From an optimization exercise on the open Yosys and OpenROAD flow, aimed at small area, a short achievable clock period and few clock cycles; shortcuts taken in it are not production practice.

== run 4 ==
==> flow/design.v (excerpt) <==
module recon_top_level #(parameter WIDTH = 15)(
  input  [WIDTH:0] Xo, Zo, Yo,
  input            clk,
  input            ext_reset,
  input  [1:0]     sel,
  output [WIDTH:0] mac_out,
  output [WIDTH:0] f,
  input            af_en,
  output           complete
);
Settings: LEC_CHECK=0, CAP_MARGIN=20, CORE_MARGIN=2, CORE_UTILIZATION=40, SETUP_SLACK_MARGIN=2.5, SLEW_MARGIN=20; clock period 8.5 ns.
run.sh (not shown) runs the stock make flow with config.mk's settings and CLKGATE_MAP_FILE= SYNTH_SCRIPT=/design/flow/synth_recipe.tcl, a recipe that flattens the netlist after the stock synthesis.
Both conditions hold for run 4: the flow ran to the end and the final layout passed the timing, design-rule and antenna checks.
The inputs of run 5 differ from those of run 4 as listed below.
# run 4
export LEC_CHECK = 0
export CAP_MARGIN = 20
export CORE_MARGIN = 2
export CORE_UTILIZATION = 40
export SETUP_SLACK_MARGIN = 2.5
export SLEW_MARGIN = 20
create_clock -name core_clock -period 8.5 [get_ports {clk}]
# run 5
export LEC_CHECK = 0
export CAP_MARGIN = 20
export CORE_MARGIN = 2
export CORE_UTILIZATION = 40
export SLEW_MARGIN = 20
create_clock -name core_clock -period 8.5 [get_ports {clk}]
## What came out
The data arrival time of the critical path in run 5 sits 1390 ps above the value recorded for run 4.
Run 5 vs run 4 — register-to-register slack dropped 1420 ps.
Post-layout worst setup margin was higher in run 4 than in run 5.
Run 4 -> run 5: number of distinct library cells after synthesis delta 0, exact match
Going from run 4 to run 5, pre-CTS setup slack grew by 63 ps.
[compare] base=run 4 new=run 5: first-pass GRT wire length decreased by 3.5% relative to the old numbers, time the worst path needs with I/O delays and setup went up by 1420 ps, wire length went down about 5%.
No run of this note included a check of the RTL's function; only the layout flow was run.

========
Setup of garnet:
The RTL this note starts from:
==> flow/design.v <==
module pfx_add15 (
  input  [14:0] a, b,
  input         cin,
  output [14:0] s,
  output        cout
);
  wire [15:0] g0 = {a & b, cin};
  wire [15:0] p0 = {a ^ b, 1'b0};
  wire [15:0] g1, p1, g2, p2, g3, p3, g4, p4;
  genvar i;
  generate
    for (i = 0; i < 16; i = i + 1) begin : l1
      if (i & 1) begin
        assign g1[i] = g0[i] | (p0[i] & g0[i-1]);
        assign p1[i] = p0[i] & p0[i-1];
      end else begin
        assign g1[i] = g0[i];
        assign p1[i] = p0[i];
      end
    end
    for (i = 0; i < 16; i = i + 1) begin : l2
      if (i & 2) begin
        assign g2[i] = g1[i] | (p1[i] & g1[(i & ~3) + 1]);
        assign p2[i] = p1[i] & p1[(i & ~3) + 1];
      end else begin
        assign g2[i] = g1[i];
        assign p2[i] = p1[i];
      end
    end
    for (i = 0; i < 16; i = i + 1) begin : l3
      if (i & 4) begin
        assign g3[i] = g2[i] | (p2[i] & g2[(i & ~7) + 3]);
        assign p3[i] = p2[i] & p2[(i & ~7) + 3];
      end else begin
        assign g3[i] = g2[i];
        assign p3[i] = p2[i];
      end
    end
    for (i = 0; i < 16; i = i + 1) begin : l4
      if (i & 8) begin
        assign g4[i] = g3[i] | (p3[i] & g3[7]);
        assign p4[i] = p3[i] & p3[7];
      end else begin
        assign g4[i] = g3[i];
        assign p4[i] = p3[i];
      end
    end
  endgenerate
  assign s    = p0[15:1] ^ g4[14:0];
  assign cout = g4[15];
endmodule
module wadd (
  input  [15:0] a, b,
  input         cin,
  output [15:0] r
);
  wire [14:0] lo;
  wire        c15;
  pfx_add15 u (.a(a[14:0]), .b(b[14:0]), .cin(cin), .s(lo), .cout(c15));
  assign r = {(a[15] == b[15]) ? a[15] : ~c15, lo};
endmodule
module wadd3 (
  input  [15:0] y, t0, t1, t2, e0,
  input         cin0, cin1, cin2,
  input         three,
  output [15:0] r
);
  wire [14:0] L = y[14:0];
  wire [14:0] a = t0[14:0], b = t1[14:0], c = t2[14:0];
  wire [14:0] s1 = L ^ a ^ b;
  wire [15:0] k1 = {(L & a) | (L & b) | (a & b), cin0};
  wire [14:0] s2 = s1 ^ k1[14:0] ^ c;
  wire [15:0] k2 = {(s1 & k1[14:0]) | (s1 & c) | (k1[14:0] & c), cin1};
  wire [14:0] lo;
  wire        cpa_c;
  pfx_add15 u (.a(three ? s2 : L), .b(three ? k2[14:0] : e0[14:0]),
               .cin(three ? cin2 : cin0), .s(lo), .cout(cpa_c));
  wire [14:0] u0s, u1s;
  wire        c0, co2;
  pfx_add15 u0 (.a(L), .b(a), .cin(cin0), .s(u0s), .cout(c0));
  pfx_add15 u1 (.a(s1), .b(k1[14:0]), .cin(cin1), .s(u1s), .cout(co2));
  wire c1 = k1[15] ^ co2 ^ c0;
  wire c2 = k2[15] ^ cpa_c ^ co2;
  wire S1 = (y[15] == t0[15]) ? y[15] : ~c0;
  wire S2 = (S1 == t1[15]) ? S1 : ~c1;
  wire S3 = (S2 == t2[15]) ? S2 : ~c2;
  wire E1 = (y[15] == e0[15]) ? y[15] : ~cpa_c;
  assign r = {three ? S3 : E1, lo};
endmodule
module recon_top_level #(parameter WIDTH = 15)(
  input  [WIDTH:0] Xo, Zo, Yo,
  input            clk,
  input            ext_reset,
  input  [1:0]     sel,
  output [WIDTH:0] mac_out,
  output [WIDTH:0] f,
  input            af_en,
  output           complete
);
  reg [15:0] X, Y, Z, M;
  reg [3:0]  cnt;
  reg        mac, hyp, pre1, pre2, dv;
  reg        three;            
  reg        last;             
  reg        s0, s1, af;       
  reg        done;
  assign mac_out  = M;
  assign f        = Z;
  assign complete = done;
  function [15:0] divop(input [15:0] w);
    divop = {w[15], w[14:0] >> 2};
  endfunction
  wire dy0 = mac ? Z[0] : dv ? ~Y[15] : Z[15];
  wire dy1 = three & Z[1];
  wire dy2 = three & Z[2];
  wire [31:0] xsx = {{16{X[15]}}, X} >> cnt;
  wire [31:0] ysx = {{16{Y[15]}}, Y} >> cnt;
  wire [15:0] xs = hyp ? xsx[15:0] : X;
  wire [15:0] ys = ysx[15:0];
  wire [15:0] e0 = xs ^ {16{dy0}};
  wire [15:0] t0 = X ^ {16{dy0}};
  wire [15:0] t1 = three ? ({X[15], X[15:1]} ^ {16{dy1}}) : 16'h0000;
  wire [15:0] t2 = three ? ({{2{X[15]}}, X[15:2]} ^ {16{dy2}}) : 16'h0000;
  wire [15:0] y_n;
  wadd3 yadd (.y(Y), .t0(t0), .t1(t1), .t2(t2), .e0(e0), .cin0(dy0),
              .cin1(dy1), .cin2(dy2), .three(three), .r(y_n));
  wire dx = hyp & Z[15];
  wire [15:0] x_n;
  wadd xadd (.a(X), .b(ys ^ {16{dx}}), .cin(dx), .r(x_n));
  reg [15:0] rz;
  always @*
    case (cnt)
      4'd1:  rz = 16'h0232;
      4'd2:  rz = 16'h0106;
      4'd3:  rz = 16'h0081;
      4'd4:  rz = 16'h0040;
      4'd5:  rz = 16'h0020;
      4'd6:  rz = 16'h0010;
      4'd7:  rz = 16'h0008;
      4'd8:  rz = 16'h0004;
      4'd9:  rz = 16'h0002;
      default: rz = 16'h0001;
    endcase
  wire [15:0] z_n;
  wadd zadd (.a(Z), .b(Z[15] ? rz : ~rz), .cin(~Z[15]), .r(z_n));
  wire       zin = Zo[15:11] == 5'b00000 || Zo[15:11] == 5'b11111;
  wire [9:0] dvec = zin ? {~Zo[2], ~Zo[3], ~Zo[4], ~Zo[5], ~Zo[6], ~Zo[7],
                           ~Zo[8], ~Zo[9], ~Zo[10], Zo[11]}
                        : {10{Zo[15]}};
  wire q = ~Y[15];
  wire go_exp = !s1 && af;
  wire [15:0] zmac = (s1 && !s0 && y_n[15]) ? 16'h0000 : y_n;
  always @(posedge clk) begin
    if (ext_reset) begin
      X     <= Xo;
      Y     <= Yo;
      Z     <= {6'b000000, dvec};
      s0    <= sel[0];
      s1    <= sel[1];
      af    <= af_en;
      cnt   <= 4'd0;
      mac   <= 1'b1;
      hyp   <= 1'b0;
      pre1  <= 1'b0;
      pre2  <= 1'b0;
      dv    <= 1'b0;
      three <= 1'b1;
      last  <= 1'b0;
      done  <= 1'b0;
    end else begin
      if (mac) begin
        Y     <= y_n;
        X     <= {{3{X[15]}}, X[15:3]};
        Z     <= {3'b000, Z[15:3]};
        cnt   <= cnt + 4'd3;
        three <= cnt != 4'd6;
        last  <= cnt == 4'd6;
        if (last) begin
          M     <= y_n;
          mac   <= 1'b0;
          three <= 1'b0;
          last  <= 1'b0;
          if (go_exp) begin
            X   <= 16'h04d4;
            Y   <= 16'h0000;
            Z   <= y_n;
            cnt <= 4'd1;
            hyp <= 1'b1;
          end else begin
            Z    <= s1 ? zmac : s0 ? 16'h07fe : 16'h0002;
            done <= 1'b1;
          end
        end
      end
      if (hyp) begin
        X    <= x_n;
        Y    <= y_n;
        Z    <= z_n;
        cnt  <= cnt + 4'd1;
        last <= cnt == 4'd9;
        if (last) begin
          cnt  <= 4'd0;
          hyp  <= 1'b0;
          last <= 1'b0;
          if (s0) begin
            X  <= divop(y_n);
            Y  <= divop(x_n);
            dv <= 1'b1;
          end else
            pre1 <= 1'b1;
        end
      end
      if (pre1) begin
        X    <= x_n;
        Y    <= 16'h0400;
        pre1 <= 1'b0;
        pre2 <= 1'b1;
      end
      if (pre2) begin
        X    <= divop(x_n);
        Y    <= divop(X);
        pre2 <= 1'b0;
        dv   <= 1'b1;
      end
      if (dv) begin
        Y    <= y_n;
        X    <= {X[15], X[15:1]};
        Z    <= {Z[14:0], q};
        cnt  <= cnt + 4'd1;
        last <= cnt == 4'd8;
        if (last) begin
          Z    <= {{5{~Z[8]}}, Z[7:0], q, 2'b10};
          dv   <= 1'b0;
          last <= 1'b0;
          done <= 1'b1;
        end
      end
    end
  end
endmodule
Settings: LEC_CHECK=0, CAP_MARGIN=20, CORE_MARGIN=2, CORE_UTILIZATION=40, SLEW_MARGIN=20; clock period 8.5 ns.
### garnet -> indigo
- setting SETUP_SLACK_MARGIN to 3 for the first time
--- outcome ---
indigo | status: complete | timing, DRC, antenna: pass. Setup fix buffers added after clock tree synthesis in indigo is 4 above garnet. indigo against garnet: setup slack went up, area of the multi-input gates went up.
No run of this note included a check of the RTL's function; only the layout flow was run.

re-timing with driven ports:
How much do the figures lean on ideal ports? The routed layouts below were timed once more, with nothing changed but the port constraints. Step 1: set_driving_cell puts a clkbuf_16 on clk and a buf_2 on each other input, an assumption about the parent block. Step 2 moves the port delays by t, midway between the first and last clock arrival at a register: inputs arrive t later, outputs are due t later. That takes back most of the time a late clock gives input paths. a / b / c = no drivers / after step 1 / after step 2; a / b = the first two.
run | t, ns | slack for setup (ns) | worst register clock-pin slew, ns | cell pins on the clock port's net
run 4 | 0.396 | 2.405 / 2.405 / 2.405 | 0.08 / 0.08 | 1
run 5 | 0.404 | 0.988 / 0.988 / 0.988 | 0.08 / 0.08 | 1
garnet | 0.410 | 2.082 / 2.082 / 2.082 | 0.08 / 0.08 | 1
indigo | 0.410 | 3.148 / 3.148 / 3.148 | 0.08 / 0.08 | 1
After both steps every run listed still meets setup and hold.
